What follows belongs to an exercise in optimizing a design on an open flow for small area and a short achievable clock period; a production flow would make more cautious choices. Only simulation tests tie the RTL to the original design; equivalence was not proved.

==> flow/design.v, too long to show whole: its modules and the start of the top module <==
// module band_scale: 490 lines
// module eq_mix: 1989 lines
module eq_mix( lft_out, rht_out,
	       POT_LP, POT_B1, POT_B2, POT_B3, POT_HP, VOLUME,
	       lft_LP, rht_LP, lft_B1, rht_B1, lft_B2, rht_B2,
	       lft_B3, rht_B3, lft_HP, rht_HP, clk );
  // ...
==> flow/flow/run.sh <==
#!/bin/bash
# Standard ORFS layout, with one step added after synthesis: flow/polarity.py
# complements full adders (FA(~a,~b,~c) = ~FA(a,b,c)) to remove inverters that
# synthesis leaves around them, and folds inverters into the gates next to them.
# Registers and the rest of the flow are untouched.
set -euo pipefail
R=orfs/results/${FLOW_PLATFORM}/eq_mix/base
bash standard.sh synth > synth.log 2>&1
cp $R/1_2_yosys.v $R/1_2_yosys.standard.v
python3 flow/polarity.py $R/1_2_yosys.standard.v $R/1_2_yosys.pol.v > polarity.log 2>&1
mv $R/1_2_yosys.pol.v $R/1_2_yosys.v
rm -f $R/1_synth.odb $R/1_synth.sdc
# port buffers: a plain buf_2 instead of the delay buffer buffer_ports picks by default
bash standard.sh finish "BUFFER_PORTS_ARGS=-buffer_cell sky130_fd_sc_hd__buf_2" > layout.log 2>&1
==> flow/flow/polarity.py <==
#!/usr/bin/env python3
"""Remove inverters around full adders in a mapped sky130hd netlist.

A full adder is self-dual: FA(~a, ~b, ~c) = (~sum, ~cout).  Synthesis leaves many
inverters between full adders and between full adders and the logic around them.
This script chooses, for each full adder, whether to complement all of its pins,
so that as few inverters as possible are needed, and rewrites the netlist.  The
logic function of every net that is not internal to this rewrite is unchanged.

usage: polarity.py IN.v OUT.v
"""
import re
import sys
from collections import defaultdict

INV_RE = re.compile(r'^sky130_fd_sc_hd__(clk)?inv_\d+$')
FA_RE = re.compile(r'^sky130_fd_sc_hd__fa_\d+$')
OUT_PINS = {'X', 'Y', 'Q', 'Q_N', 'SUM', 'COUT', 'HI', 'LO'}

src = open(sys.argv[1]).read()

inst_re = re.compile(r'^  (sky130_fd_sc_hd__\w+) (\\\S+ |\S+) ?\((.*?)\n  \);\n', re.S | re.M)
pin_re = re.compile(r'\.(\w+)\((.*?)\)(?:,|\s*$)', re.M)

cells = []          # [type, name, {pin: net}]
spans = []
for m in inst_re.finditer(src):
    pins = {}
    for pm in pin_re.finditer(m.group(3)):
        pins[pm.group(1)] = pm.group(2).strip()
    cells.append([m.group(1), m.group(2), pins])
    spans.append((m.start(), m.end()))

header = src[:spans[0][0]]
assert 'sky130_fd_sc_hd__' not in header.split('*/', 1)[-1], 'unparsed cell before the first one'
footer = src[spans[-1][1]:]
between = [src[spans[i][1]:spans[i + 1][0]] for i in range(len(spans) - 1)]
assert all(b.strip() == '' for b in between), 'unexpected text between cells'

# ports
port_nets = set()
for m in re.finditer(r'^\s*(input|output|inout)\s+(\[\d+:\d+\]\s+)?(\S+?)\s*;', header, re.M):
    name = m.group(3)
    if m.group(2):
        hi, lo = map(int, re.findall(r'\d+', m.group(2)))
        for i in range(min(hi, lo), max(hi, lo) + 1):
            port_nets.add(f'{name}[{i}]')
    else:
        port_nets.add(name)

driver = {}
loads = defaultdict(list)   # net -> [(cell index, pin)]
for ci, (typ, name, pins) in enumerate(cells):
    for p, n in pins.items():
        if p in OUT_PINS:
            driver[n] = (ci, p)
        else:
            loads[n].append((ci, p))

is_inv = [bool(INV_RE.match(c[0])) for c in cells]
is_fa = [bool(FA_RE.match(c[0])) for c in cells]


def base_of(net):
    """(base net, polarity): net == base ^ polarity, following inverter chains."""
    pol = 0
    seen = 0
    while net in driver and is_inv[driver[net][0]] and seen < 10:
        net = cells[driver[net][0]][2]['A']
        pol ^= 1
        seen += 1
    return net, pol


# inverters whose output is a port keep their output net; treat them as ordinary cells
fixed_inv = set()
for ci in range(len(cells)):
    if is_inv[ci] and cells[ci][2]['Y'] in port_nets:
        fixed_inv.add(ci)
        is_inv[ci] = False

# loads of every base signal: (cell, pin, polarity of the original connection)
base_loads = defaultdict(list)
for ci, (typ, name, pins) in enumerate(cells):
    if is_inv[ci]:
        continue
    for p, n in pins.items():
        if p in OUT_PINS:
            continue
        b, pol = base_of(n)
        base_loads[b].append((ci, p, pol))

# a base net that is a port, or driven by a fa output that is a port, stays as it is
locked = [False] * len(cells)
for n in port_nets:
    if n in driver and is_fa[driver[n][0]]:
        locked[driver[n][0]] = True

flip = [0] * len(cells)


def native(b):
    """Polarity of the physical driver output of base b relative to its original value."""
    if b in driver and is_fa[driver[b][0]]:
        return flip[driver[b][0]]
    return 0


def cost(b):
    nat = native(b)
    for ci, p, pol in base_loads[b]:
        req = pol ^ (flip[ci] if is_fa[ci] else 0)
        if req != nat:
            return 1
    return 0


def touched(ci):
    out = set()
    for p, n in cells[ci][2].items():
        if p in OUT_PINS:
            out.add(n)
        else:
            out.add(base_of(n)[0])
    return out


fa_list = [ci for ci in range(len(cells)) if is_fa[ci] and not locked[ci]]
before = sum(cost(b) for b in list(base_loads))
for it in range(30):
    changed = 0
    for ci in fa_list:
        bs = touched(ci)
        c0 = sum(cost(b) for b in bs)
        flip[ci] ^= 1
        c1 = sum(cost(b) for b in bs)
        if c1 < c0:
            changed += 1
        else:
            flip[ci] ^= 1
    if not changed:
        break
after = sum(cost(b) for b in list(base_loads))

# rewrite
new_cells = []
inv_of = {}
k = 0
extra_wires = []


def inverted(net):
    global k
    if net not in inv_of:
        k += 1
        out = f'_pol{k}_'
        extra_wires.append(out)
        new_cells.append(['sky130_fd_sc_hd__inv_1', f'_polinv{k}_', {'A': net, 'Y': out}])
        inv_of[net] = out
    return inv_of[net]


for ci, (typ, name, pins) in enumerate(cells):
    if is_inv[ci]:
        continue
    newpins = {}
    for p, n in pins.items():
        if p in OUT_PINS:
            newpins[p] = n
            continue
        b, pol = base_of(n)
        req = pol ^ (flip[ci] if is_fa[ci] else 0)
        newpins[p] = b if req == native(b) else inverted(b)
    new_cells.append([typ, name, newpins])

# a half adder whose two inputs both come through inverters: a^b == ~a^~b and
# a&b == ~(~a|~b), so use xor2 and nor2 on the inverters' inputs instead
inv_in = {}
for typ, name, pins in new_cells:
    if INV_RE.match(typ):
        inv_in[pins['Y']] = pins['A']
ha_swapped = 0
extra = []
for i, (typ, name, pins) in enumerate(new_cells):
    if typ != 'sky130_fd_sc_hd__ha_1':
        continue
    a, b = pins['A'], pins['B']
    if a in inv_in and b in inv_in and a not in port_nets and b not in port_nets:
        na, nb = inv_in[a], inv_in[b]
        new_cells[i] = ['sky130_fd_sc_hd__xor2_1', name, {'A': na, 'B': nb, 'X': pins['SUM']}]
        if 'COUT' in pins:
            cname = name.rstrip() + '_n' + (' ' if name.endswith(' ') else '')
            extra.append(['sky130_fd_sc_hd__nor2_1', cname, {'A': na, 'B': nb, 'Y': pins['COUT']}])
        ha_swapped += 1
new_cells += extra
# drop inverters left without loads
used = defaultdict(int)
for typ, name, pins in new_cells:
    for p, n in pins.items():
        if p not in OUT_PINS:
            used[n] += 1
new_cells = [c for c in new_cells if not (INV_RE.match(c[0]) and used[c[2]['Y']] == 0 and c[2]['Y'] not in port_nets)]

# absorb an inverter into the gate driving it when the inverter is that gate's only load
TWIN = {
    'nand2_1': 'and2_1', 'nor2_1': 'or2_1', 'a21oi_1': 'a21o_1', 'o21ai_0': 'o21a_1',
    'o21ai_1': 'o21a_1', 'o221ai_1': 'o221a_1', 'xnor2_1': 'xor2_1', 'xor2_1': 'xnor2_1',
    'a221oi_1': 'a221o_1', 'nand3_1': 'and3_1', 'o22ai_1': 'o22a_1', 'a31oi_1': 'a31o_1',
    'o211ai_1': 'o211a_1', 'o21bai_1': 'o21ba_1', 'nand4_1': 'and4_1', 'a22oi_1': 'a22o_1',
    'nor3_1': 'or3_1', 'a211oi_1': 'a211o_1', 'a21boi_0': 'a21bo_1', 'nand2b_1': 'and2b_1',
    'nor2b_1': 'or2b_1',
}
P = 'sky130_fd_sc_hd__'
nload = defaultdict(int)
drv_i = {}
for i, (typ, name, pins) in enumerate(new_cells):
    for p, n in pins.items():
        if p in OUT_PINS:
            drv_i[n] = i
        else:
            nload[n] += 1
dead = set()
modified = set()
absorbed = 0
for i, (typ, name, pins) in enumerate(new_cells):
    if not INV_RE.match(typ):
        continue
    a, y = pins['A'], pins['Y']
    if a not in drv_i or nload[a] != 1 or a in port_nets:
        continue
    j = drv_i[a]
    if j in dead or j in modified:
        continue
    modified.add(j)
    dt, dn, dp = new_cells[j]
    short = dt[len(P):]
    if short in TWIN:
        outp = 'Y' if 'Y' in dp else 'X'
        # output pin of the twin: X for the non-inverting ones, Y for xnor2
        twin = TWIN[short]
        np = {p: n for p, n in dp.items() if p != outp}
        np['Y' if twin == 'xnor2_1' else 'X'] = y
        new_cells[j] = [P + twin, dn, np]
        dead.add(i)
        absorbed += 1
    elif short == 'ha_1':
        if dp.get('SUM') == a:
            g1 = [P + 'xnor2_1', dn, {'A': dp['A'], 'B': dp['B'], 'Y': y}]
            g2 = [P + 'and2_1', dn.rstrip() + '_c' + (' ' if dn.endswith(' ') else ''), {'A': dp['A'], 'B': dp['B'], 'X': dp['COUT']}]
        else:
            g1 = [P + 'xor2_1', dn, {'A': dp['A'], 'B': dp['B'], 'X': dp['SUM']}]
            g2 = [P + 'nand2_1', dn.rstrip() + '_c' + (' ' if dn.endswith(' ') else ''), {'A': dp['A'], 'B': dp['B'], 'Y': y}]
        new_cells[j] = g1
        new_cells.append(g2)
        dead.add(i)
        absorbed += 1
new_cells = [c for i, c in enumerate(new_cells) if i not in dead]

# a removed inverter's output net may still be a port: make sure every port is driven
drv_new = {}
for typ, name, pins in new_cells:
    for p, n in pins.items():
        if p in OUT_PINS:
            drv_new[n] = name
for n in port_nets:
    if n in driver and n not in drv_new:
        raise SystemExit(f'port {n} lost its driver')


def fmt(n):
    return n + ' ' if n.startswith('\\') else n


out = [header]
for typ, name, pins in new_cells:
    items = list(pins.items())
    body = ',\n'.join(f'    .{p}({fmt(n)})' for p, n in items)
    out.append(f'  {typ} {name}{"" if name.endswith(" ") else " "}(\n{body}\n  );\n')
out.append(footer)
text = ''.join(out)
decl = ''.join(f'  wire {w};\n' for w in extra_wires)
# put the new wire declarations before the first cell
first = text.index('  sky130_fd_sc_hd__')
text = text[:first] + decl + text[first:]
open(sys.argv[2], 'w').write(text)
n_inv_before = sum(1 for c in cells if INV_RE.match(c[0]))
n_inv_after = sum(1 for c in new_cells if INV_RE.match(c[0]))
print(f'polarity: {sum(flip)} of {len(fa_list)} full adders complemented; '
      f'inverters {n_inv_before} -> {n_inv_after} (bases needing one {before} -> {after}); '
      f'{absorbed} absorbed into the gate driving them; {ha_swapped} half adders fed by inverters '
      'rebuilt as xor2+nor2')
==> flow/standard.sh <==
#!/bin/bash
# synth_recipe.tcl (not shown) runs the flow's synth.tcl, then flattens the netlist and writes it again
# the make line also repeats each setting of config.mk as NAME=value (left out here)
make -C /OpenROAD-flow-scripts/flow DESIGN_CONFIG=/design/flow/config.mk WORK_HOME=/design/flow/orfs CLKGATE_MAP_FILE= SYNTH_SCRIPT=/design/flow/synth_recipe.tcl "${@:-finish}"
==> flow/config.mk <==
export PLATFORM = sky130hd
export DESIGN_NAME = eq_mix
export DESIGN_NICKNAME = eq_mix
export VERILOG_FILES = /design/flow/design.v
export SDC_FILE = /design/flow/constraint.sdc
export NUM_CORES = 4
export LEC_CHECK = 0
export ABC_AREA = 1
export CAP_MARGIN = 20
export CORE_MARGIN = 2
export CORE_UTILIZATION = 45
export PLACE_DENSITY = 0.6
export SETUP_SLACK_MARGIN = 3.2
export SLEW_MARGIN = 20
==> flow/constraint.sdc <==
create_clock -name core_clock -period 12.0 [get_ports {clk}]
set_input_delay 2.4000 -clock core_clock [delete_from_list [all_inputs] [get_ports {clk}]]
set_output_delay 2.4000 -clock core_clock [all_outputs]
set_load 0.01 [all_outputs]
==> metrics.yaml, run 1 <==
outcome:
  status: "timing/DRC/antenna clean"
global_route:
  overflow: 0
  grt.busiest_layer: "met2"
cells_and_area:
  seq_share: 0.0400
  final_common_cell: "nand2_1"
  clockBufferCount: 18
  insertedDiodeCount: 4
die:
  core_area_um2: 137000
  nWellTaps: 1794
setup_path:
  path_depth: 20
  path_cells: "buf_2, inv_1, nor2_1, buf_4, clkinvlp_4, buf_4, o22ai_1, a21oi_1, fa_1, fa_1, fa_1, xor2_2, nand2_2, nor2_4, inv_1, o21ai_0, a211oi_1, nand2_1, xor2_1, buf_2"
  endpoint: "lft_out[12]"
  critical_path.slowest_cell: "fa_1"
  crit_arrival_ns: 6.64
  rr_startpoint: "G_B1[2]"
place:
  dp_slack_ns: 2.48
  placed_cells: 10000
  gp_congestion: 0.956
drt:
  drt_wl_total_um: 232000
  wl_met1_um: 98000
  drcViolationCount: 0
  drtAntennaViolNets: 0
worst_hold_path:
  hold_depth: 7
  hold_class: "flip-flop to flip-flop"
  min_from: "G_B3[11]"
sta:
  period_share: 0.753
  max_freq_ghz: 0.111
  setup_tns_ns: 0
clock_network:
  cts_setup_buffers: 81
==> run 2: changes to the inputs <==
--- a/flow/design.v
+++ b/flow/design.v
@@ -994,88 +994,142 @@
 wire lft_s3_g16_0 = lft_t365 & lft_t366;
 wire lft_s3_p16_0 = lft_t365 ^ lft_t366;
 wire lft_s3_g17_0 = lft_t367 & lft_t368;
 wire lft_s3_p17_0 = lft_t367 ^ lft_t368;
 wire lft_s3_g18_0 = lft_t369 & lft_t370;
 wire lft_s3_p18_0 = lft_t369 ^ lft_t370;
 wire lft_s3_g1_1 = lft_s3_g1_0 | (lft_s3_p1_0 & lft_s3_g0_0);
 wire lft_s3_p1_1 = lft_s3_p1_0 & lft_s3_p0_0;
+wire lft_s3_g2_1 = lft_s3_g2_0 | (lft_s3_p2_0 & lft_s3_g1_0);
+wire lft_s3_p2_1 = lft_s3_p2_0 & lft_s3_p1_0;
 wire lft_s3_g3_1 = lft_s3_g3_0 | (lft_s3_p3_0 & lft_s3_g2_0);
 wire lft_s3_p3_1 = lft_s3_p3_0 & lft_s3_p2_0;
+wire lft_s3_g4_1 = lft_s3_g4_0 | (lft_s3_p4_0 & lft_s3_g3_0);
+wire lft_s3_p4_1 = lft_s3_p4_0 & lft_s3_p3_0;
 wire lft_s3_g5_1 = lft_s3_g5_0 | (lft_s3_p5_0 & lft_s3_g4_0);
 wire lft_s3_p5_1 = lft_s3_p5_0 & lft_s3_p4_0;
+wire lft_s3_g6_1 = lft_s3_g6_0 | (lft_s3_p6_0 & lft_s3_g5_0);
+wire lft_s3_p6_1 = lft_s3_p6_0 & lft_s3_p5_0;
 wire lft_s3_g7_1 = lft_s3_g7_0 | (lft_s3_p7_0 & lft_s3_g6_0);
 wire lft_s3_p7_1 = lft_s3_p7_0 & lft_s3_p6_0;
+wire lft_s3_g8_1 = lft_s3_g8_0 | (lft_s3_p8_0 & lft_s3_g7_0);
+wire lft_s3_p8_1 = lft_s3_p8_0 & lft_s3_p7_0;
 wire lft_s3_g9_1 = lft_s3_g9_0 | (lft_s3_p9_0 & lft_s3_g8_0);
 wire lft_s3_p9_1 = lft_s3_p9_0 & lft_s3_p8_0;
+wire lft_s3_g10_1 = lft_s3_g10_0 | (lft_s3_p10_0 & lft_s3_g9_0);
+wire lft_s3_p10_1 = lft_s3_p10_0 & lft_s3_p9_0;
 wire lft_s3_g11_1 = lft_s3_g11_0 | (lft_s3_p11_0 & lft_s3_g10_0);
 wire lft_s3_p11_1 = lft_s3_p11_0 & lft_s3_p10_0;
+wire lft_s3_g12_1 = lft_s3_g12_0 | (lft_s3_p12_0 & lft_s3_g11_0);
+wire lft_s3_p12_1 = lft_s3_p12_0 & lft_s3_p11_0;
 wire lft_s3_g13_1 = lft_s3_g13_0 | (lft_s3_p13_0 & lft_s3_g12_0);
 wire lft_s3_p13_1 = lft_s3_p13_0 & lft_s3_p12_0;
+wire lft_s3_g14_1 = lft_s3_g14_0 | (lft_s3_p14_0 & lft_s3_g13_0);
+wire lft_s3_p14_1 = lft_s3_p14_0 & lft_s3_p13_0;
 wire lft_s3_g15_1 = lft_s3_g15_0 | (lft_s3_p15_0 & lft_s3_g14_0);
 wire lft_s3_p15_1 = lft_s3_p15_0 & lft_s3_p14_0;
+wire lft_s3_g16_1 = lft_s3_g16_0 | (lft_s3_p16_0 & lft_s3_g15_0);
+wire lft_s3_p16_1 = lft_s3_p16_0 & lft_s3_p15_0;
 wire lft_s3_g17_1 = lft_s3_g17_0 | (lft_s3_p17_0 & lft_s3_g16_0);
 wire lft_s3_p17_1 = lft_s3_p17_0 & lft_s3_p16_0;
-wire lft_s3_g2_2 = lft_s3_g2_0 | (lft_s3_p2_0 & lft_s3_g1_1);
-wire lft_s3_p2_2 = lft_s3_p2_0 & lft_s3_p1_1;
+wire lft_s3_g18_1 = lft_s3_g18_0 | (lft_s3_p18_0 & lft_s3_g17_0);
+wire lft_s3_p18_1 = lft_s3_p18_0 & lft_s3_p17_0;
+wire lft_s3_g2_2 = lft_s3_g2_1 | (lft_s3_p2_1 & lft_s3_g0_0);
+wire lft_s3_p2_2 = lft_s3_p2_1 & lft_s3_p0_0;
 wire lft_s3_g3_2 = lft_s3_g3_1 | (lft_s3_p3_1 & lft_s3_g1_1);
 wire lft_s3_p3_2 = lft_s3_p3_1 & lft_s3_p1_1;
-wire lft_s3_g6_2 = lft_s3_g6_0 | (lft_s3_p6_0 & lft_s3_g5_1);
-wire lft_s3_p6_2 = lft_s3_p6_0 & lft_s3_p5_1;
+wire lft_s3_g4_2 = lft_s3_g4_1 | (lft_s3_p4_1 & lft_s3_g2_1);
+wire lft_s3_p4_2 = lft_s3_p4_1 & lft_s3_p2_1;
+wire lft_s3_g5_2 = lft_s3_g5_1 | (lft_s3_p5_1 & lft_s3_g3_1);
+wire lft_s3_p5_2 = lft_s3_p5_1 & lft_s3_p3_1;
+wire lft_s3_g6_2 = lft_s3_g6_1 | (lft_s3_p6_1 & lft_s3_g4_1);
+wire lft_s3_p6_2 = lft_s3_p6_1 & lft_s3_p4_1;
 wire lft_s3_g7_2 = lft_s3_g7_1 | (lft_s3_p7_1 & lft_s3_g5_1);
 wire lft_s3_p7_2 = lft_s3_p7_1 & lft_s3_p5_1;
-wire lft_s3_g10_2 = lft_s3_g10_0 | (lft_s3_p10_0 & lft_s3_g9_1);
-wire lft_s3_p10_2 = lft_s3_p10_0 & lft_s3_p9_1;
+wire lft_s3_g8_2 = lft_s3_g8_1 | (lft_s3_p8_1 & lft_s3_g6_1);
+wire lft_s3_p8_2 = lft_s3_p8_1 & lft_s3_p6_1;
+wire lft_s3_g9_2 = lft_s3_g9_1 | (lft_s3_p9_1 & lft_s3_g7_1);
+wire lft_s3_p9_2 = lft_s3_p9_1 & lft_s3_p7_1;
+wire lft_s3_g10_2 = lft_s3_g10_1 | (lft_s3_p10_1 & lft_s3_g8_1);
+wire lft_s3_p10_2 = lft_s3_p10_1 & lft_s3_p8_1;
 wire lft_s3_g11_2 = lft_s3_g11_1 | (lft_s3_p11_1 & lft_s3_g9_1);
 wire lft_s3_p11_2 = lft_s3_p11_1 & lft_s3_p9_1;
-wire lft_s3_g14_2 = lft_s3_g14_0 | (lft_s3_p14_0 & lft_s3_g13_1);
-wire lft_s3_p14_2 = lft_s3_p14_0 & lft_s3_p13_1;
+wire lft_s3_g12_2 = lft_s3_g12_1 | (lft_s3_p12_1 & lft_s3_g10_1);
+wire lft_s3_p12_2 = lft_s3_p12_1 & lft_s3_p10_1;
+wire lft_s3_g13_2 = lft_s3_g13_1 | (lft_s3_p13_1 & lft_s3_g11_1);
+wire lft_s3_p13_2 = lft_s3_p13_1 & lft_s3_p11_1;
+wire lft_s3_g14_2 = lft_s3_g14_1 | (lft_s3_p14_1 & lft_s3_g12_1);
+wire lft_s3_p14_2 = lft_s3_p14_1 & lft_s3_p12_1;
 wire lft_s3_g15_2 = lft_s3_g15_1 | (lft_s3_p15_1 & lft_s3_g13_1);
 wire lft_s3_p15_2 = lft_s3_p15_1 & lft_s3_p13_1;
-wire lft_s3_g18_2 = lft_s3_g18_0 | (lft_s3_p18_0 & lft_s3_g17_1);
-wire lft_s3_p18_2 = lft_s3_p18_0 & lft_s3_p17_1;
-wire lft_s3_g4_3 = lft_s3_g4_0 | (lft_s3_p4_0 & lft_s3_g3_2);
-wire lft_s3_p4_3 = lft_s3_p4_0 & lft_s3_p3_2;
-wire lft_s3_g5_3 = lft_s3_g5_1 | (lft_s3_p5_1 & lft_s3_g3_2);
-wire lft_s3_p5_3 = lft_s3_p5_1 & lft_s3_p3_2;
-wire lft_s3_g6_3 = lft_s3_g6_2 | (lft_s3_p6_2 & lft_s3_g3_2);
-wire lft_s3_p6_3 = lft_s3_p6_2 & lft_s3_p3_2;
+wire lft_s3_g16_2 = lft_s3_g16_1 | (lft_s3_p16_1 & lft_s3_g14_1);
+wire lft_s3_p16_2 = lft_s3_p16_1 & lft_s3_p14_1;
+wire lft_s3_g17_2 = lft_s3_g17_1 | (lft_s3_p17_1 & lft_s3_g15_1);
+wire lft_s3_p17_2 = lft_s3_p17_1 & lft_s3_p15_1;
+wire lft_s3_g18_2 = lft_s3_g18_1 | (lft_s3_p18_1 & lft_s3_g16_1);
+wire lft_s3_p18_2 = lft_s3_p18_1 & lft_s3_p16_1;
+wire lft_s3_g4_3 = lft_s3_g4_2 | (lft_s3_p4_2 & lft_s3_g0_0);
+wire lft_s3_p4_3 = lft_s3_p4_2 & lft_s3_p0_0;
+wire lft_s3_g5_3 = lft_s3_g5_2 | (lft_s3_p5_2 & lft_s3_g1_1);
+wire lft_s3_p5_3 = lft_s3_p5_2 & lft_s3_p1_1;
+wire lft_s3_g6_3 = lft_s3_g6_2 | (lft_s3_p6_2 & lft_s3_g2_2);
+wire lft_s3_p6_3 = lft_s3_p6_2 & lft_s3_p2_2;
 wire lft_s3_g7_3 = lft_s3_g7_2 | (lft_s3_p7_2 & lft_s3_g3_2);
 wire lft_s3_p7_3 = lft_s3_p7_2 & lft_s3_p3_2;
-wire lft_s3_g12_3 = lft_s3_g12_0 | (lft_s3_p12_0 & lft_s3_g11_2);
-wire lft_s3_p12_3 = lft_s3_p12_0 & lft_s3_p11_2;
-wire lft_s3_g13_3 = lft_s3_g13_1 | (lft_s3_p13_1 & lft_s3_g11_2);
-wire lft_s3_p13_3 = lft_s3_p13_1 & lft_s3_p11_2;
-wire lft_s3_g14_3 = lft_s3_g14_2 | (lft_s3_p14_2 & lft_s3_g11_2);
-wire lft_s3_p14_3 = lft_s3_p14_2 & lft_s3_p11_2;
+wire lft_s3_g8_3 = lft_s3_g8_2 | (lft_s3_p8_2 & lft_s3_g4_2);
+wire lft_s3_p8_3 = lft_s3_p8_2 & lft_s3_p4_2;
+wire lft_s3_g9_3 = lft_s3_g9_2 | (lft_s3_p9_2 & lft_s3_g5_2);
+wire lft_s3_p9_3 = lft_s3_p9_2 & lft_s3_p5_2;
+wire lft_s3_g10_3 = lft_s3_g10_2 | (lft_s3_p10_2 & lft_s3_g6_2);
+wire lft_s3_p10_3 = lft_s3_p10_2 & lft_s3_p6_2;
+wire lft_s3_g11_3 = lft_s3_g11_2 | (lft_s3_p11_2 & lft_s3_g7_2);
+wire lft_s3_p11_3 = lft_s3_p11_2 & lft_s3_p7_2;
+wire lft_s3_g12_3 = lft_s3_g12_2 | (lft_s3_p12_2 & lft_s3_g8_2);
+wire lft_s3_p12_3 = lft_s3_p12_2 & lft_s3_p8_2;
+wire lft_s3_g13_3 = lft_s3_g13_2 | (lft_s3_p13_2 & lft_s3_g9_2);
+wire lft_s3_p13_3 = lft_s3_p13_2 & lft_s3_p9_2;
+wire lft_s3_g14_3 = lft_s3_g14_2 | (lft_s3_p14_2 & lft_s3_g10_2);
+wire lft_s3_p14_3 = lft_s3_p14_2 & lft_s3_p10_2;
 wire lft_s3_g15_3 = lft_s3_g15_2 | (lft_s3_p15_2 & lft_s3_g11_2);
 wire lft_s3_p15_3 = lft_s3_p15_2 & lft_s3_p11_2;
-wire lft_s3_g8_4 = lft_s3_g8_0 | (lft_s3_p8_0 & lft_s3_g7_3);
-wire lft_s3_p8_4 = lft_s3_p8_0 & lft_s3_p7_3;
-wire lft_s3_g9_4 = lft_s3_g9_1 | (lft_s3_p9_1 & lft_s3_g7_3);
-wire lft_s3_p9_4 = lft_s3_p9_1 & lft_s3_p7_3;
-wire lft_s3_g10_4 = lft_s3_g10_2 | (lft_s3_p10_2 & lft_s3_g7_3);
-wire lft_s3_p10_4 = lft_s3_p10_2 & lft_s3_p7_3;
-wire lft_s3_g11_4 = lft_s3_g11_2 | (lft_s3_p11_2 & lft_s3_g7_3);
-wire lft_s3_p11_4 = lft_s3_p11_2 & lft_s3_p7_3;
-wire lft_s3_g12_4 = lft_s3_g12_3 | (lft_s3_p12_3 & lft_s3_g7_3);
-wire lft_s3_p12_4 = lft_s3_p12_3 & lft_s3_p7_3;
-wire lft_s3_g13_4 = lft_s3_g13_3 | (lft_s3_p13_3 & lft_s3_g7_3);
-wire lft_s3_p13_4 = lft_s3_p13_3 & lft_s3_p7_3;
-wire lft_s3_g14_4 = lft_s3_g14_3 | (lft_s3_p14_3 & lft_s3_g7_3);
-wire lft_s3_p14_4 = lft_s3_p14_3 & lft_s3_p7_3;
+wire lft_s3_g16_3 = lft_s3_g16_2 | (lft_s3_p16_2 & lft_s3_g12_2);
+wire lft_s3_p16_3 = lft_s3_p16_2 & lft_s3_p12_2;
+wire lft_s3_g17_3 = lft_s3_g17_2 | (lft_s3_p17_2 & lft_s3_g13_2);
+wire lft_s3_p17_3 = lft_s3_p17_2 & lft_s3_p13_2;
+wire lft_s3_g18_3 = lft_s3_g18_2 | (lft_s3_p18_2 & lft_s3_g14_2);
+wire lft_s3_p18_3 = lft_s3_p18_2 & lft_s3_p14_2;
+wire lft_s3_g8_4 = lft_s3_g8_3 | (lft_s3_p8_3 & lft_s3_g0_0);
+wire lft_s3_p8_4 = lft_s3_p8_3 & lft_s3_p0_0;
+wire lft_s3_g9_4 = lft_s3_g9_3 | (lft_s3_p9_3 & lft_s3_g1_1);
+wire lft_s3_p9_4 = lft_s3_p9_3 & lft_s3_p1_1;
+wire lft_s3_g10_4 = lft_s3_g10_3 | (lft_s3_p10_3 & lft_s3_g2_2);
+wire lft_s3_p10_4 = lft_s3_p10_3 & lft_s3_p2_2;
+wire lft_s3_g11_4 = lft_s3_g11_3 | (lft_s3_p11_3 & lft_s3_g3_2);
+wire lft_s3_p11_4 = lft_s3_p11_3 & lft_s3_p3_2;
+wire lft_s3_g12_4 = lft_s3_g12_3 | (lft_s3_p12_3 & lft_s3_g4_3);
+wire lft_s3_p12_4 = lft_s3_p12_3 & lft_s3_p4_3;
+wire lft_s3_g13_4 = lft_s3_g13_3 | (lft_s3_p13_3 & lft_s3_g5_3);
+wire lft_s3_p13_4 = lft_s3_p13_3 & lft_s3_p5_3;
+wire lft_s3_g14_4 = lft_s3_g14_3 | (lft_s3_p14_3 & lft_s3_g6_3);
+wire lft_s3_p14_4 = lft_s3_p14_3 & lft_s3_p6_3;
 wire lft_s3_g15_4 = lft_s3_g15_3 | (lft_s3_p15_3 & lft_s3_g7_3);
 wire lft_s3_p15_4 = lft_s3_p15_3 & lft_s3_p7_3;
-wire lft_s3_g16_5 = lft_s3_g16_0 | (lft_s3_p16_0 & lft_s3_g15_4);
-wire lft_s3_p16_5 = lft_s3_p16_0 & lft_s3_p15_4;
-wire lft_s3_g17_5 = lft_s3_g17_1 | (lft_s3_p17_1 & lft_s3_g15_4);
-wire lft_s3_p17_5 = lft_s3_p17_1 & lft_s3_p15_4;
-wire lft_s3_g18_5 = lft_s3_g18_2 | (lft_s3_p18_2 & lft_s3_g15_4);
-wire lft_s3_p18_5 = lft_s3_p18_2 & lft_s3_p15_4;
+wire lft_s3_g16_4 = lft_s3_g16_3 | (lft_s3_p16_3 & lft_s3_g8_3);
+wire lft_s3_p16_4 = lft_s3_p16_3 & lft_s3_p8_3;
+wire lft_s3_g17_4 = lft_s3_g17_3 | (lft_s3_p17_3 & lft_s3_g9_3);
+wire lft_s3_p17_4 = lft_s3_p17_3 & lft_s3_p9_3;
+wire lft_s3_g18_4 = lft_s3_g18_3 | (lft_s3_p18_3 & lft_s3_g10_3);
+wire lft_s3_p18_4 = lft_s3_p18_3 & lft_s3_p10_3;
+wire lft_s3_g16_5 = lft_s3_g16_4 | (lft_s3_p16_4 & lft_s3_g0_0);
+wire lft_s3_p16_5 = lft_s3_p16_4 & lft_s3_p0_0;
+wire lft_s3_g17_5 = lft_s3_g17_4 | (lft_s3_p17_4 & lft_s3_g1_1);
+wire lft_s3_p17_5 = lft_s3_p17_4 & lft_s3_p1_1;
+wire lft_s3_g18_5 = lft_s3_g18_4 | (lft_s3_p18_4 & lft_s3_g2_2);
+wire lft_s3_p18_5 = lft_s3_p18_4 & lft_s3_p2_2;
 wire [19:0] lft_D3 = {lft_sum[18], {(lft_s3_p18_0 ^ lft_s3_g17_5), (lft_s3_p17_0 ^ lft_s3_g16_5), (lft_s3_p16_0 ^ lft_s3_g15_4), (lft_s3_p15_0 ^ lft_s3_g14_4), (lft_s3_p14_0 ^ lft_s3_g13_4), (lft_s3_p13_0 ^ lft_s3_g12_4), (lft_s3_p12_0 ^ lft_s3_g11_4), (lft_s3_p11_0 ^ lft_s3_g10_4), (lft_s3_p10_0 ^ lft_s3_g9_4), (lft_s3_p9_0 ^ lft_s3_g8_4), (lft_s3_p8_0 ^ lft_s3_g7_3), (lft_s3_p7_0 ^ lft_s3_g6_3), (lft_s3_p6_0 ^ lft_s3_g5_3), (lft_s3_p5_0 ^ lft_s3_g4_3), (lft_s3_p4_0 ^ lft_s3_g3_2), (lft_s3_p3_0 ^ lft_s3_g2_2), (lft_s3_p2_0 ^ lft_s3_g1_1), (lft_s3_p1_0 ^ lft_s3_g0_0), lft_s3_p0_0}};
 wire lft_vp0_0 = (lft_D1[0] & v1_0) | (lft_D2[0] & v2_0) | (lft_D3[0] & v3_0);
 wire lft_vp0_1 = (lft_D1[1] & v1_0) | (lft_D2[1] & v2_0) | (lft_D3[1] & v3_0);
 wire lft_vp0_2 = (lft_D1[2] & v1_0) | (lft_D2[2] & v2_0) | (lft_D3[2] & v3_0);
 wire lft_vp0_3 = (lft_D1[3] & v1_0) | (lft_D2[3] & v2_0) | (lft_D3[3] & v3_0);
 wire lft_vp0_4 = (lft_D1[4] & v1_0) | (lft_D2[4] & v2_0) | (lft_D3[4] & v3_0);
 wire lft_vp0_5 = (lft_D1[5] & v1_0) | (lft_D2[5] & v2_0) | (lft_D3[5] & v3_0);
 wire lft_vp0_6 = (lft_D1[6] & v1_0) | (lft_D2[6] & v2_0) | (lft_D3[6] & v3_0);
@@ -1847,88 +1901,142 @@
 wire rht_s3_g16_0 = rht_t365 & rht_t366;
 wire rht_s3_p16_0 = rht_t365 ^ rht_t366;
 wire rht_s3_g17_0 = rht_t367 & rht_t368;
 wire rht_s3_p17_0 = rht_t367 ^ rht_t368;
 wire rht_s3_g18_0 = rht_t369 & rht_t370;
 wire rht_s3_p18_0 = rht_t369 ^ rht_t370;
 wire rht_s3_g1_1 = rht_s3_g1_0 | (rht_s3_p1_0 & rht_s3_g0_0);
 wire rht_s3_p1_1 = rht_s3_p1_0 & rht_s3_p0_0;
+wire rht_s3_g2_1 = rht_s3_g2_0 | (rht_s3_p2_0 & rht_s3_g1_0);
+wire rht_s3_p2_1 = rht_s3_p2_0 & rht_s3_p1_0;
 wire rht_s3_g3_1 = rht_s3_g3_0 | (rht_s3_p3_0 & rht_s3_g2_0);
 wire rht_s3_p3_1 = rht_s3_p3_0 & rht_s3_p2_0;
+wire rht_s3_g4_1 = rht_s3_g4_0 | (rht_s3_p4_0 & rht_s3_g3_0);
+wire rht_s3_p4_1 = rht_s3_p4_0 & rht_s3_p3_0;
 wire rht_s3_g5_1 = rht_s3_g5_0 | (rht_s3_p5_0 & rht_s3_g4_0);
 wire rht_s3_p5_1 = rht_s3_p5_0 & rht_s3_p4_0;
+wire rht_s3_g6_1 = rht_s3_g6_0 | (rht_s3_p6_0 & rht_s3_g5_0);
+wire rht_s3_p6_1 = rht_s3_p6_0 & rht_s3_p5_0;
 wire rht_s3_g7_1 = rht_s3_g7_0 | (rht_s3_p7_0 & rht_s3_g6_0);
 wire rht_s3_p7_1 = rht_s3_p7_0 & rht_s3_p6_0;
+wire rht_s3_g8_1 = rht_s3_g8_0 | (rht_s3_p8_0 & rht_s3_g7_0);
+wire rht_s3_p8_1 = rht_s3_p8_0 & rht_s3_p7_0;
 wire rht_s3_g9_1 = rht_s3_g9_0 | (rht_s3_p9_0 & rht_s3_g8_0);
 wire rht_s3_p9_1 = rht_s3_p9_0 & rht_s3_p8_0;
+wire rht_s3_g10_1 = rht_s3_g10_0 | (rht_s3_p10_0 & rht_s3_g9_0);
+wire rht_s3_p10_1 = rht_s3_p10_0 & rht_s3_p9_0;
 wire rht_s3_g11_1 = rht_s3_g11_0 | (rht_s3_p11_0 & rht_s3_g10_0);
 wire rht_s3_p11_1 = rht_s3_p11_0 & rht_s3_p10_0;
+wire rht_s3_g12_1 = rht_s3_g12_0 | (rht_s3_p12_0 & rht_s3_g11_0);
+wire rht_s3_p12_1 = rht_s3_p12_0 & rht_s3_p11_0;
 wire rht_s3_g13_1 = rht_s3_g13_0 | (rht_s3_p13_0 & rht_s3_g12_0);
 wire rht_s3_p13_1 = rht_s3_p13_0 & rht_s3_p12_0;
+wire rht_s3_g14_1 = rht_s3_g14_0 | (rht_s3_p14_0 & rht_s3_g13_0);
+wire rht_s3_p14_1 = rht_s3_p14_0 & rht_s3_p13_0;
 wire rht_s3_g15_1 = rht_s3_g15_0 | (rht_s3_p15_0 & rht_s3_g14_0);
 wire rht_s3_p15_1 = rht_s3_p15_0 & rht_s3_p14_0;
+wire rht_s3_g16_1 = rht_s3_g16_0 | (rht_s3_p16_0 & rht_s3_g15_0);
+wire rht_s3_p16_1 = rht_s3_p16_0 & rht_s3_p15_0;
 wire rht_s3_g17_1 = rht_s3_g17_0 | (rht_s3_p17_0 & rht_s3_g16_0);
 wire rht_s3_p17_1 = rht_s3_p17_0 & rht_s3_p16_0;
-wire rht_s3_g2_2 = rht_s3_g2_0 | (rht_s3_p2_0 & rht_s3_g1_1);
-wire rht_s3_p2_2 = rht_s3_p2_0 & rht_s3_p1_1;
+wire rht_s3_g18_1 = rht_s3_g18_0 | (rht_s3_p18_0 & rht_s3_g17_0);
+wire rht_s3_p18_1 = rht_s3_p18_0 & rht_s3_p17_0;
+wire rht_s3_g2_2 = rht_s3_g2_1 | (rht_s3_p2_1 & rht_s3_g0_0);
+wire rht_s3_p2_2 = rht_s3_p2_1 & rht_s3_p0_0;
 wire rht_s3_g3_2 = rht_s3_g3_1 | (rht_s3_p3_1 & rht_s3_g1_1);
 wire rht_s3_p3_2 = rht_s3_p3_1 & rht_s3_p1_1;
-wire rht_s3_g6_2 = rht_s3_g6_0 | (rht_s3_p6_0 & rht_s3_g5_1);
-wire rht_s3_p6_2 = rht_s3_p6_0 & rht_s3_p5_1;
+wire rht_s3_g4_2 = rht_s3_g4_1 | (rht_s3_p4_1 & rht_s3_g2_1);
+wire rht_s3_p4_2 = rht_s3_p4_1 & rht_s3_p2_1;
+wire rht_s3_g5_2 = rht_s3_g5_1 | (rht_s3_p5_1 & rht_s3_g3_1);
+wire rht_s3_p5_2 = rht_s3_p5_1 & rht_s3_p3_1;
+wire rht_s3_g6_2 = rht_s3_g6_1 | (rht_s3_p6_1 & rht_s3_g4_1);
+wire rht_s3_p6_2 = rht_s3_p6_1 & rht_s3_p4_1;
 wire rht_s3_g7_2 = rht_s3_g7_1 | (rht_s3_p7_1 & rht_s3_g5_1);
 wire rht_s3_p7_2 = rht_s3_p7_1 & rht_s3_p5_1;
-wire rht_s3_g10_2 = rht_s3_g10_0 | (rht_s3_p10_0 & rht_s3_g9_1);
-wire rht_s3_p10_2 = rht_s3_p10_0 & rht_s3_p9_1;
+wire rht_s3_g8_2 = rht_s3_g8_1 | (rht_s3_p8_1 & rht_s3_g6_1);
+wire rht_s3_p8_2 = rht_s3_p8_1 & rht_s3_p6_1;
+wire rht_s3_g9_2 = rht_s3_g9_1 | (rht_s3_p9_1 & rht_s3_g7_1);
+wire rht_s3_p9_2 = rht_s3_p9_1 & rht_s3_p7_1;
+wire rht_s3_g10_2 = rht_s3_g10_1 | (rht_s3_p10_1 & rht_s3_g8_1);
+wire rht_s3_p10_2 = rht_s3_p10_1 & rht_s3_p8_1;
 wire rht_s3_g11_2 = rht_s3_g11_1 | (rht_s3_p11_1 & rht_s3_g9_1);
 wire rht_s3_p11_2 = rht_s3_p11_1 & rht_s3_p9_1;
-wire rht_s3_g14_2 = rht_s3_g14_0 | (rht_s3_p14_0 & rht_s3_g13_1);
-wire rht_s3_p14_2 = rht_s3_p14_0 & rht_s3_p13_1;
+wire rht_s3_g12_2 = rht_s3_g12_1 | (rht_s3_p12_1 & rht_s3_g10_1);
+wire rht_s3_p12_2 = rht_s3_p12_1 & rht_s3_p10_1;
+wire rht_s3_g13_2 = rht_s3_g13_1 | (rht_s3_p13_1 & rht_s3_g11_1);
+wire rht_s3_p13_2 = rht_s3_p13_1 & rht_s3_p11_1;
+wire rht_s3_g14_2 = rht_s3_g14_1 | (rht_s3_p14_1 & rht_s3_g12_1);
+wire rht_s3_p14_2 = rht_s3_p14_1 & rht_s3_p12_1;
 wire rht_s3_g15_2 = rht_s3_g15_1 | (rht_s3_p15_1 & rht_s3_g13_1);
 wire rht_s3_p15_2 = rht_s3_p15_1 & rht_s3_p13_1;
-wire rht_s3_g18_2 = rht_s3_g18_0 | (rht_s3_p18_0 & rht_s3_g17_1);
-wire rht_s3_p18_2 = rht_s3_p18_0 & rht_s3_p17_1;
-wire rht_s3_g4_3 = rht_s3_g4_0 | (rht_s3_p4_0 & rht_s3_g3_2);
-wire rht_s3_p4_3 = rht_s3_p4_0 & rht_s3_p3_2;
-wire rht_s3_g5_3 = rht_s3_g5_1 | (rht_s3_p5_1 & rht_s3_g3_2);
-wire rht_s3_p5_3 = rht_s3_p5_1 & rht_s3_p3_2;
-wire rht_s3_g6_3 = rht_s3_g6_2 | (rht_s3_p6_2 & rht_s3_g3_2);
-wire rht_s3_p6_3 = rht_s3_p6_2 & rht_s3_p3_2;
+wire rht_s3_g16_2 = rht_s3_g16_1 | (rht_s3_p16_1 & rht_s3_g14_1);
+wire rht_s3_p16_2 = rht_s3_p16_1 & rht_s3_p14_1;
+wire rht_s3_g17_2 = rht_s3_g17_1 | (rht_s3_p17_1 & rht_s3_g15_1);
+wire rht_s3_p17_2 = rht_s3_p17_1 & rht_s3_p15_1;
+wire rht_s3_g18_2 = rht_s3_g18_1 | (rht_s3_p18_1 & rht_s3_g16_1);
+wire rht_s3_p18_2 = rht_s3_p18_1 & rht_s3_p16_1;
+wire rht_s3_g4_3 = rht_s3_g4_2 | (rht_s3_p4_2 & rht_s3_g0_0);
+wire rht_s3_p4_3 = rht_s3_p4_2 & rht_s3_p0_0;
+wire rht_s3_g5_3 = rht_s3_g5_2 | (rht_s3_p5_2 & rht_s3_g1_1);
+wire rht_s3_p5_3 = rht_s3_p5_2 & rht_s3_p1_1;
+wire rht_s3_g6_3 = rht_s3_g6_2 | (rht_s3_p6_2 & rht_s3_g2_2);
+wire rht_s3_p6_3 = rht_s3_p6_2 & rht_s3_p2_2;
 wire rht_s3_g7_3 = rht_s3_g7_2 | (rht_s3_p7_2 & rht_s3_g3_2);
 wire rht_s3_p7_3 = rht_s3_p7_2 & rht_s3_p3_2;
-wire rht_s3_g12_3 = rht_s3_g12_0 | (rht_s3_p12_0 & rht_s3_g11_2);
-wire rht_s3_p12_3 = rht_s3_p12_0 & rht_s3_p11_2;
-wire rht_s3_g13_3 = rht_s3_g13_1 | (rht_s3_p13_1 & rht_s3_g11_2);
-wire rht_s3_p13_3 = rht_s3_p13_1 & rht_s3_p11_2;
-wire rht_s3_g14_3 = rht_s3_g14_2 | (rht_s3_p14_2 & rht_s3_g11_2);
-wire rht_s3_p14_3 = rht_s3_p14_2 & rht_s3_p11_2;
+wire rht_s3_g8_3 = rht_s3_g8_2 | (rht_s3_p8_2 & rht_s3_g4_2);
+wire rht_s3_p8_3 = rht_s3_p8_2 & rht_s3_p4_2;
+wire rht_s3_g9_3 = rht_s3_g9_2 | (rht_s3_p9_2 & rht_s3_g5_2);
+wire rht_s3_p9_3 = rht_s3_p9_2 & rht_s3_p5_2;
+wire rht_s3_g10_3 = rht_s3_g10_2 | (rht_s3_p10_2 & rht_s3_g6_2);
+wire rht_s3_p10_3 = rht_s3_p10_2 & rht_s3_p6_2;
+wire rht_s3_g11_3 = rht_s3_g11_2 | (rht_s3_p11_2 & rht_s3_g7_2);
+wire rht_s3_p11_3 = rht_s3_p11_2 & rht_s3_p7_2;
+wire rht_s3_g12_3 = rht_s3_g12_2 | (rht_s3_p12_2 & rht_s3_g8_2);
+wire rht_s3_p12_3 = rht_s3_p12_2 & rht_s3_p8_2;
+wire rht_s3_g13_3 = rht_s3_g13_2 | (rht_s3_p13_2 & rht_s3_g9_2);
+wire rht_s3_p13_3 = rht_s3_p13_2 & rht_s3_p9_2;
+wire rht_s3_g14_3 = rht_s3_g14_2 | (rht_s3_p14_2 & rht_s3_g10_2);
+wire rht_s3_p14_3 = rht_s3_p14_2 & rht_s3_p10_2;
 wire rht_s3_g15_3 = rht_s3_g15_2 | (rht_s3_p15_2 & rht_s3_g11_2);
 wire rht_s3_p15_3 = rht_s3_p15_2 & rht_s3_p11_2;
-wire rht_s3_g8_4 = rht_s3_g8_0 | (rht_s3_p8_0 & rht_s3_g7_3);
-wire rht_s3_p8_4 = rht_s3_p8_0 & rht_s3_p7_3;
-wire rht_s3_g9_4 = rht_s3_g9_1 | (rht_s3_p9_1 & rht_s3_g7_3);
-wire rht_s3_p9_4 = rht_s3_p9_1 & rht_s3_p7_3;
-wire rht_s3_g10_4 = rht_s3_g10_2 | (rht_s3_p10_2 & rht_s3_g7_3);
-wire rht_s3_p10_4 = rht_s3_p10_2 & rht_s3_p7_3;
-wire rht_s3_g11_4 = rht_s3_g11_2 | (rht_s3_p11_2 & rht_s3_g7_3);
-wire rht_s3_p11_4 = rht_s3_p11_2 & rht_s3_p7_3;
-wire rht_s3_g12_4 = rht_s3_g12_3 | (rht_s3_p12_3 & rht_s3_g7_3);
-wire rht_s3_p12_4 = rht_s3_p12_3 & rht_s3_p7_3;
-wire rht_s3_g13_4 = rht_s3_g13_3 | (rht_s3_p13_3 & rht_s3_g7_3);
-wire rht_s3_p13_4 = rht_s3_p13_3 & rht_s3_p7_3;
-wire rht_s3_g14_4 = rht_s3_g14_3 | (rht_s3_p14_3 & rht_s3_g7_3);
-wire rht_s3_p14_4 = rht_s3_p14_3 & rht_s3_p7_3;
+wire rht_s3_g16_3 = rht_s3_g16_2 | (rht_s3_p16_2 & rht_s3_g12_2);
+wire rht_s3_p16_3 = rht_s3_p16_2 & rht_s3_p12_2;
+wire rht_s3_g17_3 = rht_s3_g17_2 | (rht_s3_p17_2 & rht_s3_g13_2);
+wire rht_s3_p17_3 = rht_s3_p17_2 & rht_s3_p13_2;
+wire rht_s3_g18_3 = rht_s3_g18_2 | (rht_s3_p18_2 & rht_s3_g14_2);
+wire rht_s3_p18_3 = rht_s3_p18_2 & rht_s3_p14_2;
+wire rht_s3_g8_4 = rht_s3_g8_3 | (rht_s3_p8_3 & rht_s3_g0_0);
+wire rht_s3_p8_4 = rht_s3_p8_3 & rht_s3_p0_0;
+wire rht_s3_g9_4 = rht_s3_g9_3 | (rht_s3_p9_3 & rht_s3_g1_1);
+wire rht_s3_p9_4 = rht_s3_p9_3 & rht_s3_p1_1;
+wire rht_s3_g10_4 = rht_s3_g10_3 | (rht_s3_p10_3 & rht_s3_g2_2);
+wire rht_s3_p10_4 = rht_s3_p10_3 & rht_s3_p2_2;
+wire rht_s3_g11_4 = rht_s3_g11_3 | (rht_s3_p11_3 & rht_s3_g3_2);
+wire rht_s3_p11_4 = rht_s3_p11_3 & rht_s3_p3_2;
+wire rht_s3_g12_4 = rht_s3_g12_3 | (rht_s3_p12_3 & rht_s3_g4_3);
+wire rht_s3_p12_4 = rht_s3_p12_3 & rht_s3_p4_3;
+wire rht_s3_g13_4 = rht_s3_g13_3 | (rht_s3_p13_3 & rht_s3_g5_3);
+wire rht_s3_p13_4 = rht_s3_p13_3 & rht_s3_p5_3;
+wire rht_s3_g14_4 = rht_s3_g14_3 | (rht_s3_p14_3 & rht_s3_g6_3);
+wire rht_s3_p14_4 = rht_s3_p14_3 & rht_s3_p6_3;
 wire rht_s3_g15_4 = rht_s3_g15_3 | (rht_s3_p15_3 & rht_s3_g7_3);
 wire rht_s3_p15_4 = rht_s3_p15_3 & rht_s3_p7_3;
-wire rht_s3_g16_5 = rht_s3_g16_0 | (rht_s3_p16_0 & rht_s3_g15_4);
-wire rht_s3_p16_5 = rht_s3_p16_0 & rht_s3_p15_4;
-wire rht_s3_g17_5 = rht_s3_g17_1 | (rht_s3_p17_1 & rht_s3_g15_4);
-wire rht_s3_p17_5 = rht_s3_p17_1 & rht_s3_p15_4;
-wire rht_s3_g18_5 = rht_s3_g18_2 | (rht_s3_p18_2 & rht_s3_g15_4);
-wire rht_s3_p18_5 = rht_s3_p18_2 & rht_s3_p15_4;
+wire rht_s3_g16_4 = rht_s3_g16_3 | (rht_s3_p16_3 & rht_s3_g8_3);
+wire rht_s3_p16_4 = rht_s3_p16_3 & rht_s3_p8_3;
+wire rht_s3_g17_4 = rht_s3_g17_3 | (rht_s3_p17_3 & rht_s3_g9_3);
+wire rht_s3_p17_4 = rht_s3_p17_3 & rht_s3_p9_3;
+wire rht_s3_g18_4 = rht_s3_g18_3 | (rht_s3_p18_3 & rht_s3_g10_3);
+wire rht_s3_p18_4 = rht_s3_p18_3 & rht_s3_p10_3;
+wire rht_s3_g16_5 = rht_s3_g16_4 | (rht_s3_p16_4 & rht_s3_g0_0);
+wire rht_s3_p16_5 = rht_s3_p16_4 & rht_s3_p0_0;
+wire rht_s3_g17_5 = rht_s3_g17_4 | (rht_s3_p17_4 & rht_s3_g1_1);
+wire rht_s3_p17_5 = rht_s3_p17_4 & rht_s3_p1_1;
+wire rht_s3_g18_5 = rht_s3_g18_4 | (rht_s3_p18_4 & rht_s3_g2_2);
+wire rht_s3_p18_5 = rht_s3_p18_4 & rht_s3_p2_2;
 wire [19:0] rht_D3 = {rht_sum[18], {(rht_s3_p18_0 ^ rht_s3_g17_5), (rht_s3_p17_0 ^ rht_s3_g16_5), (rht_s3_p16_0 ^ rht_s3_g15_4), (rht_s3_p15_0 ^ rht_s3_g14_4), (rht_s3_p14_0 ^ rht_s3_g13_4), (rht_s3_p13_0 ^ rht_s3_g12_4), (rht_s3_p12_0 ^ rht_s3_g11_4), (rht_s3_p11_0 ^ rht_s3_g10_4), (rht_s3_p10_0 ^ rht_s3_g9_4), (rht_s3_p9_0 ^ rht_s3_g8_4), (rht_s3_p8_0 ^ rht_s3_g7_3), (rht_s3_p7_0 ^ rht_s3_g6_3), (rht_s3_p6_0 ^ rht_s3_g5_3), (rht_s3_p5_0 ^ rht_s3_g4_3), (rht_s3_p4_0 ^ rht_s3_g3_2), (rht_s3_p3_0 ^ rht_s3_g2_2), (rht_s3_p2_0 ^ rht_s3_g1_1), (rht_s3_p1_0 ^ rht_s3_g0_0), rht_s3_p0_0}};
 wire rht_vp0_0 = (rht_D1[0] & v1_0) | (rht_D2[0] & v2_0) | (rht_D3[0] & v3_0);
 wire rht_vp0_1 = (rht_D1[1] & v1_0) | (rht_D2[1] & v2_0) | (rht_D3[1] & v3_0);
 wire rht_vp0_2 = (rht_D1[2] & v1_0) | (rht_D2[2] & v2_0) | (rht_D3[2] & v3_0);
 wire rht_vp0_3 = (rht_D1[3] & v1_0) | (rht_D2[3] & v2_0) | (rht_D3[3] & v3_0);
 wire rht_vp0_4 = (rht_D1[4] & v1_0) | (rht_D2[4] & v2_0) | (rht_D3[4] & v3_0);
 wire rht_vp0_5 = (rht_D1[5] & v1_0) | (rht_D2[5] & v2_0) | (rht_D3[5] & v3_0);
 wire rht_vp0_6 = (rht_D1[6] & v1_0) | (rht_D2[6] & v2_0) | (rht_D3[6] & v3_0);
==> run 2 against run 1 <==
  * Register-to-register slack barely moved
  * Die area rose by 0.60%
  * Hold slack got worse by 0.062 ns
  * Area after synthesis rose by 0.61%
  * Via count rose by 1.8%
==> metrics.yaml, run 2 <==
synth:
  synthesis.nets: 10000
  syn-cell-area_um2: 62400
  yosysWarnings: 1
  synthCells: 8350
  syn_avg_cell_area_um2: 7.48
sta:
  layout_min_cycle_time_ns: 8.96
  worst_hold_slack_ns: 1.34
  period_share: 0.747  # -0.00624
  setup_violations: 0
  setup_tns_ns: 0  # unchanged
  fin_skew_ns: 0.0281
  worstMarginPinSlew_ns: 1.09
  hold_viol_final: 0
  max_freq_ghz: 0.112  # +0.84%
  rsz0062_at_grt: "yes"
  relSlewSlack: 0.269
  slew_viol_final: 0
die:
  row_count: 136
  fp.dieArea_um2: 142000
  core_area_um2: 138000  # +0.37%
  io_pins: 325
  die_w_um: 376
  start_util: 0.453
  fp.dieH_um: 376
setup_path:
  path_class: "input pin to output pin"
  worstPathMaxFanout: 19
  cp-start-kind: "input pin"
  path_cells: "buf_2, inv_1, nor2_1, buf_4, clkinvlp_4, buf_6, o22ai_1, a21oi_1, fa_1, fa_1, fa_1, xor2_2, buf_4, a21oi_2, o21ai_2, a21oi_1, o21ai_0, a21oi_1, nand2_1, xor2_1, buf_2"
  path_depth: 21  # +5.0%
  cp.required_ns: 9.60
  critPathTopFamily: "adder cells"
  cpPeakStageDelay_ns: 0.53
  crit_arrival_ns: 6.56  # -0.08 ns
  cp-end-kind: "output pin"
  path_buf_inv: 7
  critical_path.slowest_cell: "fa_1"
  ff2ff_path_depth: 28
drt:
  drt-initial-drc-count: 8219
  drt_first_pass_iters: 7
  drt_wl_total_um: 237000  # +2.2%
  drcViolationCount: 0  # unchanged
  wire_per_inst_um: 22.9
  drtAntennaViolNets: 0  # unchanged
  vias: 64600
  via_per_inst: 6.26
clock_network:
  cts_buffers: 17
  cts_tree: "built"
  cts_max_path_buffers: 2
  postCtsHoldBufs: 0
  cts_root_buf: "clkbuf_16"
  htreeDepth: 4
  cts.sinks: 132
  insertion_delay_ns: 0.55
  path_clk_slew_ns: 0.08
place:
  portBuffers: 264
  dpl.hpwl_um: 182000
  gp_congestion: 0.983  # +2.8%
job:
  cap_violations: 0
cells_and_area:
  final_common_cell: "nand2_1"
  nets: 10200
  drive_gt1_frac: 0.140
  finish.utilization: 0.509
  final_cell_mix: "nand2_1 (1,931), fa_1 (892), inv_1 (807)"
  syn_to_final_growth_pct: 12.2
global_route:
  grt_antenna_before_repair: 7
  grtUsageTotal: 0.326
  grt_pass1_vias: 62100
  grt_max_degree: 32
  overflow: 0  # unchanged
  grt_pass1_wl_um: 363000
worst_hold_path:
  hold_class: "flip-flop to flip-flop"
  hold_depth: 8  # +1
outcome:
  status: "timing/DRC/antenna clean"
run 2: per-stage QoR:
stage / cells / worst slack [ns] / area [um2]
floorplan: 8350 / 3.26 / 62400
finish: 10300 / 3.04 / 70100
global placement: 10100 / 1.93 / 65300
global route: 10300 / 2.81 / 70100
detailed placement: 10100 / 1.94 / 65300
CTS: 10300 / 3.15 / 68200
run 2: layer usage:
layer	wire (um)	up-vias	GRT usage
li1	-	29200	-
met1	100000	30900	0.460
met2	103000	3814	0.496
met3	24300	676	0.0606
met4	9630	8	0.121
met5	46	-	0
run 2: layout make-up:
cell class,count,area (um2)
fillers,13300,67600
multi-input cells,6942,57300
repair buffers,570,3900
inverters,842,3210
flip-flops and latches,132,2740
well taps,1794,2240
clock buffers,18,429
clock inverters,14,165
repair inverters,8,57.6
diodes,4,10.0
run 2: worst register-to-register path, delay by kind of cell, from the launching register on:
kind,cells,cell delay (ns)
AO/OA/AOI/OAI,8,1.40
adder cells (fa/ha/maj),9,4.27
buffers and inverters,1,0.26
flip-flops,1,0.62
AND/OR/NAND/NOR,9,1.55
XOR/XNOR,1,0.22
run 2: what timing repair did:
| item | 4_1_cts | 5_1_grt |
|---|---|---|
| setup endpoints to repair | 87 | 95 |
| resized for setup | 330 | 349 |
| pin swaps | 99 | 203 |
| cloned | 8 | 0 |
| setup buffers | 109 | 67 |
run 2: worst paths after layout:
path                            slack (ns)       from          end
worst max register to register        3.56    G_B2[6]    lft_sb[9]
worst max-delay path                  3.04  VOLUME[8]  rht_out[12]
worst min-delay path                  1.34   G_HP[11]   lft_sb[17]
worst min register to register        1.34   G_HP[11]   lft_sb[17]

## port drivers added, routing unchanged
The flow's constraints put no driver on any port. The routed layouts listed below were extracted and timed again, unchanged, in two steps. Step 1 sets driving cells, clkbuf_16 on the clock port and buf_2 on the other inputs (assumed; they add their load-dependent delay and slew). Step 2 times the ports against the registers' clock, not the clock port: input delays grow and output delays shrink by t, the midpoint of the rising clock arrivals with the driver on. a / b / c = ideal / step 1 / step 2; a / b = the first two.
| run | t, ns | setup slack, ns | hold WS [ns] | worst setup path after step 2 | worst register clock-pin slew, ns |
|---|---|---|---|---|---|
| run 1 | 0.593 | 2.960 / 2.901 / 2.908 | 1.404 / 1.404 / 1.404 | input to register | 0.10 / 0.10 |
| run 2 | 0.608 | 3.035 / 2.999 / 2.894 | 1.343 / 1.343 / 1.343 | input to register | 0.09 / 0.09 |
After both steps setup and hold are still met in every run listed. The setup slack of run 2, which loses most, moves by -0.036 ns with the drivers and by -0.141 ns with both steps.
